Source: an optimization exercise on an open RTL-to-GDS flow (aim: small area). Production flows keep margins and buffers that such runs may drop. Where RTL was checked, it was by simulation tests only, not by an equivalence proof against the original. The clock port is modelled as an ideal driver; clocking choices that lean on that would not hold on a real chip. Power and IR drop assume default switching activity.

==> sierra <==
Design traffic_lights, start of the top module:
module traffic_lights (
  input  logic        clk_i,
  input  logic        srst_i,
  input  logic [2:0]  cmd_type_i,
  input  logic        cmd_valid_i,
  input  logic [15:0] cmd_data_i,
  output logic        red_o,
  output logic        yellow_o,
  output logic        green_o
);
==> module traffic_lights, before the edit <==
module traffic_lights (
  input  logic        clk_i,
  input  logic        srst_i,
  input  logic [2:0]  cmd_type_i,
  input  logic        cmd_valid_i,
  input  logic [15:0] cmd_data_i,
  output logic        red_o,
  output logic        yellow_o,
  output logic        green_o
);
localparam logic [2:0] S_OFF = 3'd4,
                       S_BLK = 3'd0,
                       S_R   = 3'd6,
                       S_RY  = 3'd2,
                       S_G   = 3'd3,
                       S_GB  = 3'd1,
                       S_Y   = 3'd7;
logic [2:0]  state, next_state;
logic [15:0] time_red, time_yellow, time_green;
logic [15:0] u;
logic        p;
logic        term;
logic is_off, is_blk, is_r, is_ry, is_g, is_gb, is_y;
assign is_off = ( state == S_OFF );
assign is_blk = ( state == S_BLK );
assign is_r   = ( state == S_R   );
assign is_ry  = ( state == S_RY  );
assign is_g   = ( state == S_G   );
assign is_gb  = ( state == S_GB  );
assign is_y   = ( state == S_Y   );
logic cmd_on, cmd_off, cmd_blink;
assign cmd_on    = cmd_valid_i && ( cmd_type_i == 3'd0 );
assign cmd_off   = cmd_valid_i && ( cmd_type_i == 3'd1 );
assign cmd_blink = cmd_valid_i && ( cmd_type_i == 3'd2 );
logic is_dur;
assign is_dur = is_r || is_g || is_y;
assign term = !p && ( is_dur ? ( &u ) :
                      is_ry  ? ( u[3] && u[0] ) :             
                      is_gb  ? ( u[3] && u[2] && u[1] ) :     
                               ( u[3] && u[1] && u[0] ) );    
logic go_on, go_blk;
assign go_on  = cmd_on && ( is_off || is_blk );
assign go_blk = cmd_blink && !is_blk;
always_comb
  begin
    next_state = state;
    if( term )
      case( state )
        S_R:     next_state = S_RY;
        S_RY:    next_state = S_G;
        S_G:     next_state = S_GB;
        S_GB:    next_state = S_Y;
        S_Y:     next_state = S_R;
        default: ;
      endcase
    if( go_on )                 next_state = S_R;
    if( go_blk )                next_state = S_BLK;
    if( cmd_off && !is_off )    next_state = S_OFF;
  end
always_ff @( posedge clk_i )
  if( srst_i )
    state <= S_OFF;
  else
    state <= next_state;
logic sel_r, sel_g, sel_y, load;
assign sel_r  = go_on || ( is_y && term && !cmd_blink );
assign sel_g  = is_ry && term && !cmd_blink;
assign sel_y  = is_gb && term && !cmd_blink;
assign load   = go_blk || go_on || term;
logic [15:0] nl;    
assign nl = ~( ( {16{sel_r}} & time_red   ) |
               ( {16{sel_g}} & time_green ) |
               ( {16{sel_y}} & time_yellow ) );
logic [16:0] c;     
logic [15:0] x;
assign c[0] = p && ( u[15] || u[0] || !is_dur );
always_comb
  for( int i = 0; i < 16; i++ )
    begin
      c[i+1] = c[i] && u[i];
      x[i]   = u[i] ^ c[i];
    end
always_ff @( posedge clk_i )
  begin
    p <= load || !p;
    u <= nl & ( {16{load}} | x );
  end
always_ff @( posedge clk_i )
  if( cmd_valid_i && is_blk )
    case( cmd_type_i )
      3'd3: time_green  <= cmd_data_i;
      3'd4: time_red    <= cmd_data_i;
      3'd5: time_yellow <= cmd_data_i;
      default: ;
    endcase
logic [3:0] m;
assign m = u[3:0];
assign red_o    = is_r || is_ry;
assign yellow_o = is_ry || is_y ||
                  ( is_blk && ( u[15] || m < 4'd5 || ( m == 4'd5 && !p ) ) );
assign green_o  = is_g ||
                  ( is_gb && ( u[15] || m < 4'd5 || ( m == 4'd5 && !p ) ||
                               m >= 4'd12 || ( m == 4'd11 && p ) ) );
endmodule
==> flow/config.mk <==
export PLATFORM = sky130hd
export DESIGN_NAME = traffic_lights
export DESIGN_NICKNAME = traffic_lights
export VERILOG_FILES = /design/flow/design.v
export SDC_FILE = /design/flow/constraint.sdc
export NUM_CORES = 4
export LEC_CHECK = 0
export CAP_MARGIN = 20
export CORE_MARGIN = 2
export CORE_UTILIZATION = 60
export GPL_TIMING_DRIVEN = 0
export SLEW_MARGIN = 20
==> flow/constraint.sdc <==
create_clock -name core_clock -period 5.0 [get_ports {clk_i}]
set_input_delay 1.0000 -clock core_clock [delete_from_list [all_inputs] [get_ports {clk_i}]]
set_output_delay 1.0000 -clock core_clock [all_outputs]
set_load 0.01 [all_outputs]
standard.sh (not shown) runs the stock make flow with config.mk's settings and CLKGATE_MAP_FILE= SYNTH_SCRIPT=/design/flow/synth_recipe.tcl, a recipe that flattens the netlist after the stock synthesis.
==> flow/flow/run.sh <==
#!/bin/bash
# Own layout flow: the standard synthesis, then the same synthesis with an
# area-oriented ABC script (registers unchanged, checked against the standard
# synthesis), then the standard ORFS layout with small port buffers and a
# lighter clock tree.
set -euo pipefail
W=$(pwd)
F=$W/flow
PLAT=${FLOW_PLATFORM:-sky130hd}
R=$W/orfs/results/$PLAT/traffic_lights/base

# 1. standard synthesis (reference for the registers)
bash standard.sh synth > $W/log_synth_std.txt 2>&1
cp $R/1_2_yosys.v $W/std_1_2_yosys.v

# 2. area-oriented synthesis with a few ABC scripts; keep the smallest
best=""; best_area=""
for s in $F/abc*.script; do
  n=$(basename $s .script)
  make -C $FLOW_HOME DESIGN_CONFIG=$W/config.mk WORK_HOME=$W/orfs_$n CLKGATE_MAP_FILE= \
    SYNTH_SCRIPT=$F/mysynth.tcl MY_ABC=$s synth > $W/log_synth_$n.txt 2>&1 || continue
  v=$W/orfs_$n/results/$PLAT/traffic_lights/base/1_2_yosys.v
  python3 $F/flopcheck.py $W/std_1_2_yosys.v $v >> $W/log_flopcheck.txt 2>&1 || continue
  a=$(grep 'Chip area' $W/orfs_$n/reports/$PLAT/traffic_lights/base/synth_stat.txt | awk '{print $NF}')
  echo "$n $a" >> $W/log_areas.txt
  if [[ -z "$best" ]] || python3 -c "import sys; sys.exit(0 if $a < $best_area else 1)"; then
    best=$v; best_area=$a
  fi
done
if [[ -n "$best" ]]; then
  cp $best $R/1_2_yosys.v
  touch $R/1_2_yosys.v
fi

# 3. layout
bash standard.sh \
  "BUFFER_PORTS_ARGS=-buffer_cell sky130_fd_sc_hd__buf_1" \
  "CTS_ARGS=${CTS_ARGS_OVERRIDE:--sink_clustering_enable -repair_clock_nets -dont_use_dummy_load -buf_list sky130_fd_sc_hd__clkbuf_4 -root_buf sky130_fd_sc_hd__clkbuf_4}" \
  finish > $W/log_layout.txt 2>&1
==> flow/flow/abc1.script <==
strash
&get -n
&st
&syn2
&dch -f
&nf -a -R 1000
&st
&syn2
&dch -f
&nf -a -R 1000
&put
==> flow/flow/abc2.script <==
strash
dc2
&get -n
&st
&dch -f
&nf -a -R 2000
&st
&syn3
&dch -f
&nf -a -R 2000
&st
&syn2
&dch -f
&nf -a -R 2000
&put
==> flow/flow/abc3.script <==
strash
&get -n
&dch
&nf -a -R 1000
&put
==> flow/flow/abc4.script <==
strash
&get -n
&st
&syn3
&dch -f
&nf -a -R 1000
&put
==> flow/flow/abc5.script <==
strash
&get -n
&st
&dch -x -f
&nf -a -R 1000
&put
==> flow/flow/genlib.py <==
import re,sys
t=open(sys.argv[2]).read()
cells=re.split(r'\n\s*cell\s*\(\s*"?',t)[1:]
out=[]
for c in cells:
    name=re.match(r'([\w]+)',c).group(1)
    if re.search(r'\b(ff|latch|statetable)\s*\(',c): continue
    ins=[];outs=[]
    for m in re.finditer(r'(?<![\w_])pin\s*\(\s*"?(\w+)"?\s*\)\s*\{',c):
        pn=m.group(1); body=c[m.end():]
        nxt=re.search(r'(?<![\w_])pin\s*\(',body)
        if nxt: body=body[:nxt.start()]
        d=re.search(r'direction\s*:\s*"?(\w+)',body)
        if not d: continue
        d=d.group(1)
        if d=='input': ins.append(pn)
        elif d=='output':
            f=re.search(r'\bfunction\s*:\s*"([^"]*)"',body)
            outs.append((pn,f.group(1) if f else None))
    if not outs or any(f is None for _,f in outs): continue
    ports=ins+[o for o,_ in outs]
    s=f"module {name}({', '.join(ports)});\n"
    for i in ins: s+=f"  input {i};\n"
    for o,f in outs:
        e=f.replace('!','~').replace('*','&').replace('+','|')
        e=re.sub(r'\)\s*\(',')&(',e)
        s+=f"  output {o};\n  assign {o} = {e};\n"
    s+="endmodule\n"
    out.append(s)
open(sys.argv[1],'w').write(''.join(out))
print(len(out))
Other scripts of this flow, unchanged in this note and not shown: flow/flow/flopcheck.py, flow/flow/mysynth.tcl
==> delta: changes against sierra <==
--- a/flow/flow/run.sh
+++ b/flow/flow/run.sh
@@ -32,8 +32,11 @@
   touch $R/1_2_yosys.v
 fi
 
-# 3. layout
+# 3. layout; the clock tree is built by flow/cts_pre.tcl (four clock buffers
+# fed by the clock port), CTS is told to skip the clock net
+export MCT_NBUF=${MCT_NBUF:-4}
+export MCT_CELL=${MCT_CELL:-sky130_fd_sc_hd__clkbuf_8}
 bash standard.sh \
   "BUFFER_PORTS_ARGS=-buffer_cell sky130_fd_sc_hd__buf_1" \
-  "CTS_ARGS=${CTS_ARGS_OVERRIDE:--sink_clustering_enable -repair_clock_nets -dont_use_dummy_load -buf_list sky130_fd_sc_hd__clkbuf_4 -root_buf sky130_fd_sc_hd__clkbuf_4}" \
+  "PRE_CTS_TCL=$F/cts_pre.tcl" \
   finish > $W/log_layout.txt 2>&1
==> flow/flow/abc1.script (replaced) <==
strash
&get -n
&st
&syn3
&dch -f
&nf -a -R 1000
&put
==> flow/flow/abc2.script (replaced) <==
strash
&get -n
&deepsyn -T 60
&put
strash
&get -n
&st
&dch -f
&nf -a -R 1000
&put
==> flow/flow/abc3.script (replaced) <==
strash
&get -n
&deepsyn -T 120 -S 7
&put
strash
&get -n
&st
&dch -f
&nf -a -R 1000
&put
==> flow/flow/cts_pre.tcl (new file) <==
# PRE_CTS hook: build a small manual clock tree; CTS then skips the clock.
source [file join [file dirname [info script]] mantree.tcl]
build_manual_clock_tree clk_i $::env(MCT_NBUF) $::env(MCT_CELL)
==> flow/flow/mantree.tcl (new file) <==
# Manual clock tree: the clock port drives NBUF clock buffers, each driving
# a compact group of flip-flops (recursive bisection of their positions).
proc mct_split { sinks n } {
  if { $n <= 1 || [llength $sinks] <= 1 } { return [list $sinks] }
  set xs [lmap s $sinks { lindex $s 0 }]
  set ys [lmap s $sinks { lindex $s 1 }]
  set dx [expr { [tcl::mathfunc::max {*}$xs] - [tcl::mathfunc::min {*}$xs] }]
  set dy [expr { [tcl::mathfunc::max {*}$ys] - [tcl::mathfunc::min {*}$ys] }]
  set idx [expr { $dx >= $dy ? 0 : 1 }]
  set sinks [lsort -integer -index $idx $sinks]
  set n1 [expr { $n / 2 }]
  set k [expr { int(round(double([llength $sinks]) * $n1 / $n)) }]
  return [concat [mct_split [lrange $sinks 0 [expr { $k - 1 }]] $n1] \
                 [mct_split [lrange $sinks $k end] [expr { $n - $n1 }]]]
}

proc build_manual_clock_tree { clk_port nbuf cell } {
  set block [ord::get_db_block]
  set db [ord::get_db]
  set clk_net [[$block findBTerm $clk_port] getNet]
  set master [$db findMaster $cell]
  set sinks {}
  foreach it [$clk_net getITerms] {
    set inst [$it getInst]
    set box [$inst getBBox]
    lappend sinks [list [expr { ([$box xMin] + [$box xMax]) / 2 }] \
                        [expr { ([$box yMin] + [$box yMax]) / 2 }] $it]
  }
  set g 0
  foreach grp [mct_split $sinks $nbuf] {
    if { [llength $grp] == 0 } { continue }
    set inst [odb::dbInst_create $block $master "clkbuf_man_$g"]
    set net [odb::dbNet_create $block "clknet_man_$g"]
    $net setSigType CLOCK
    [$inst findITerm A] connect $clk_net
    [$inst findITerm X] connect $net
    set sx 0; set sy 0
    foreach s $grp {
      set it [lindex $s 2]
      $it disconnect
      $it connect $net
      incr sx [lindex $s 0]; incr sy [lindex $s 1]
    }
    set cnt [llength $grp]
    $inst setLocation [expr { $sx / $cnt }] [expr { $sy / $cnt }]
    $inst setPlacementStatus PLACED
    puts "manual clock tree: buffer $g ($cell) drives $cnt flip-flops"
    incr g
  }
  set_cts_config -skip_nets [list [$clk_net getName]]
}
--- a/flow/config.mk
+++ b/flow/config.mk
@@ -5,8 +5,8 @@
 export SDC_FILE = /design/flow/constraint.sdc
 export NUM_CORES = 4
 export LEC_CHECK = 0
-export CAP_MARGIN = 20
+export CAP_MARGIN = 0
 export CORE_MARGIN = 2
-export CORE_UTILIZATION = 60
+export CORE_UTILIZATION = 70
 export GPL_TIMING_DRIVEN = 0
-export SLEW_MARGIN = 20
+export SLEW_MARGIN = 0
removed: flow/flow/abc4.script
removed: flow/flow/abc5.script
removed: flow/flow/genlib.py
==> amber: changes against sierra <==
--- a/flow/design.v
+++ b/flow/design.v
@@ -8,13 +8,13 @@
   output logic        yellow_o,
   output logic        green_o
 );
-localparam logic [2:0] S_OFF = 3'd4,
-                       S_BLK = 3'd0,
-                       S_R   = 3'd6,
-                       S_RY  = 3'd2,
-                       S_G   = 3'd3,
-                       S_GB  = 3'd1,
-                       S_Y   = 3'd7;
+localparam logic [2:0] S_OFF = 3'd0,
+                       S_BLK = 3'd1,
+                       S_R   = 3'd2,
+                       S_RY  = 3'd3,
+                       S_G   = 3'd4,
+                       S_GB  = 3'd5,
+                       S_Y   = 3'd6;
 logic [2:0]  state, next_state;
 logic [15:0] time_red, time_yellow, time_green;
 logic [15:0] u;
--- a/flow/flow/run.sh
+++ b/flow/flow/run.sh
@@ -35,5 +35,5 @@
 # 3. layout
 bash standard.sh \
   "BUFFER_PORTS_ARGS=-buffer_cell sky130_fd_sc_hd__buf_1" \
-  "CTS_ARGS=${CTS_ARGS_OVERRIDE:--sink_clustering_enable -repair_clock_nets -dont_use_dummy_load -buf_list sky130_fd_sc_hd__clkbuf_4 -root_buf sky130_fd_sc_hd__clkbuf_4}" \
+  "CTS_ARGS=-repair_clock_nets -dont_use_dummy_load -buf_list sky130_fd_sc_hd__clkbuf_8 -root_buf sky130_fd_sc_hd__clkbuf_8" \
   finish > $W/log_layout.txt 2>&1
--- a/flow/config.mk
+++ b/flow/config.mk
@@ -7,6 +7,6 @@
 export LEC_CHECK = 0
 export CAP_MARGIN = 20
 export CORE_MARGIN = 2
-export CORE_UTILIZATION = 60
+export CORE_UTILIZATION = 40
 export GPL_TIMING_DRIVEN = 0
 export SLEW_MARGIN = 20
removed: flow/flow/abc4.script
removed: flow/flow/abc5.script
==> notes.md <==
Fillcell total: delta 235; amber 599; sierra 312
Net count of the finished layout: delta 241; amber 257; sierra 248
Share of final layout cell area taken by non-clock buffers: delta -; amber 3.97%; sierra 3.13%
Standard-cell row count: delta 22; amber 29; sierra 24
Switching part of the total: delta 24.9%; amber 24.8%; sierra 25.7%
Detailed route wirelength on metal3: delta 295 µm; amber 243 µm; sierra 209 µm
Detailed-route wire length on metal 1: delta 1860 µm; amber 2180 µm; sierra 1990 µm
Final worst clock skew: delta 10.4 ps; amber 23.3 ps; sierra 50.6 ps
Standard cell area after detailed placement: delta 2800 µm²; amber 2900 µm²; sierra 2810 µm²
Clock network area share: delta -; amber 4.09%; sierra 2.35%
Overall routed net length: delta 4440 µm; amber 4950 µm; sierra 4650 µm
Initial Utilization: delta 71.9%; amber 41.8%; sierra 61.4%
Met3 demand-to-capacity share in global routing: delta 2.57%; amber 6.54%; sierra 5.77%
Run status: delta complete, no violations; amber complete, no violations; sierra complete, no violations
Worst EP arrival: delta 4440 ps; amber 4540 ps; sierra 4580 ps
Drt initial violations: delta 174; amber 141; sierra 175
Logic gate share of total power: delta 20.9%; amber 16.3%; sierra 17.8%
Tightest slew margin relative to the limit: delta 20.7%; amber 44.7%; sierra 34.9%
Multi-input gate area: delta 772 µm²; amber 832 µm²; sierra 801 µm²
Final worst setup slack: delta 617 ps; amber 681 ps; sierra 697 ps
Placed Cells: delta 246; amber 286; sierra 252
For amber, only the layout was checked, not whether the RTL still works.

static timing again, ports no longer ideal:
Ports are ideal in the flow. The routed layouts listed here were re-timed in OpenROAD. Step 1 assumes that a clkbuf_16 drives the clock port and a buf_2 every other input. Step 2, shift: input delay + t, output delay - t, t = (earliest + latest rising clock arrival at the registers) / 2. This alone moves slack from input paths to output paths. a / b / c = ideal / step 1 / step 2; a / b = the first two.
| run | t (ns) | slack for setup (ns) | latest minus earliest clock arrival (ns) | worst slew at a driven data input, ns |
|---|---|---|---|---|
| sierra | 0.406 | 0.697 / 0.697 / 0.697 | 0.050 / 0.050 | 0.04 |
| delta | 0.208 | 0.617 / 0.617 / 0.617 | 0.011 / 0.011 | 0.04 |
| amber | 0.347 | 0.681 / 0.681 / 0.681 | 0.024 / 0.024 | 0.04 |
After both steps setup and hold are still met in every run listed.
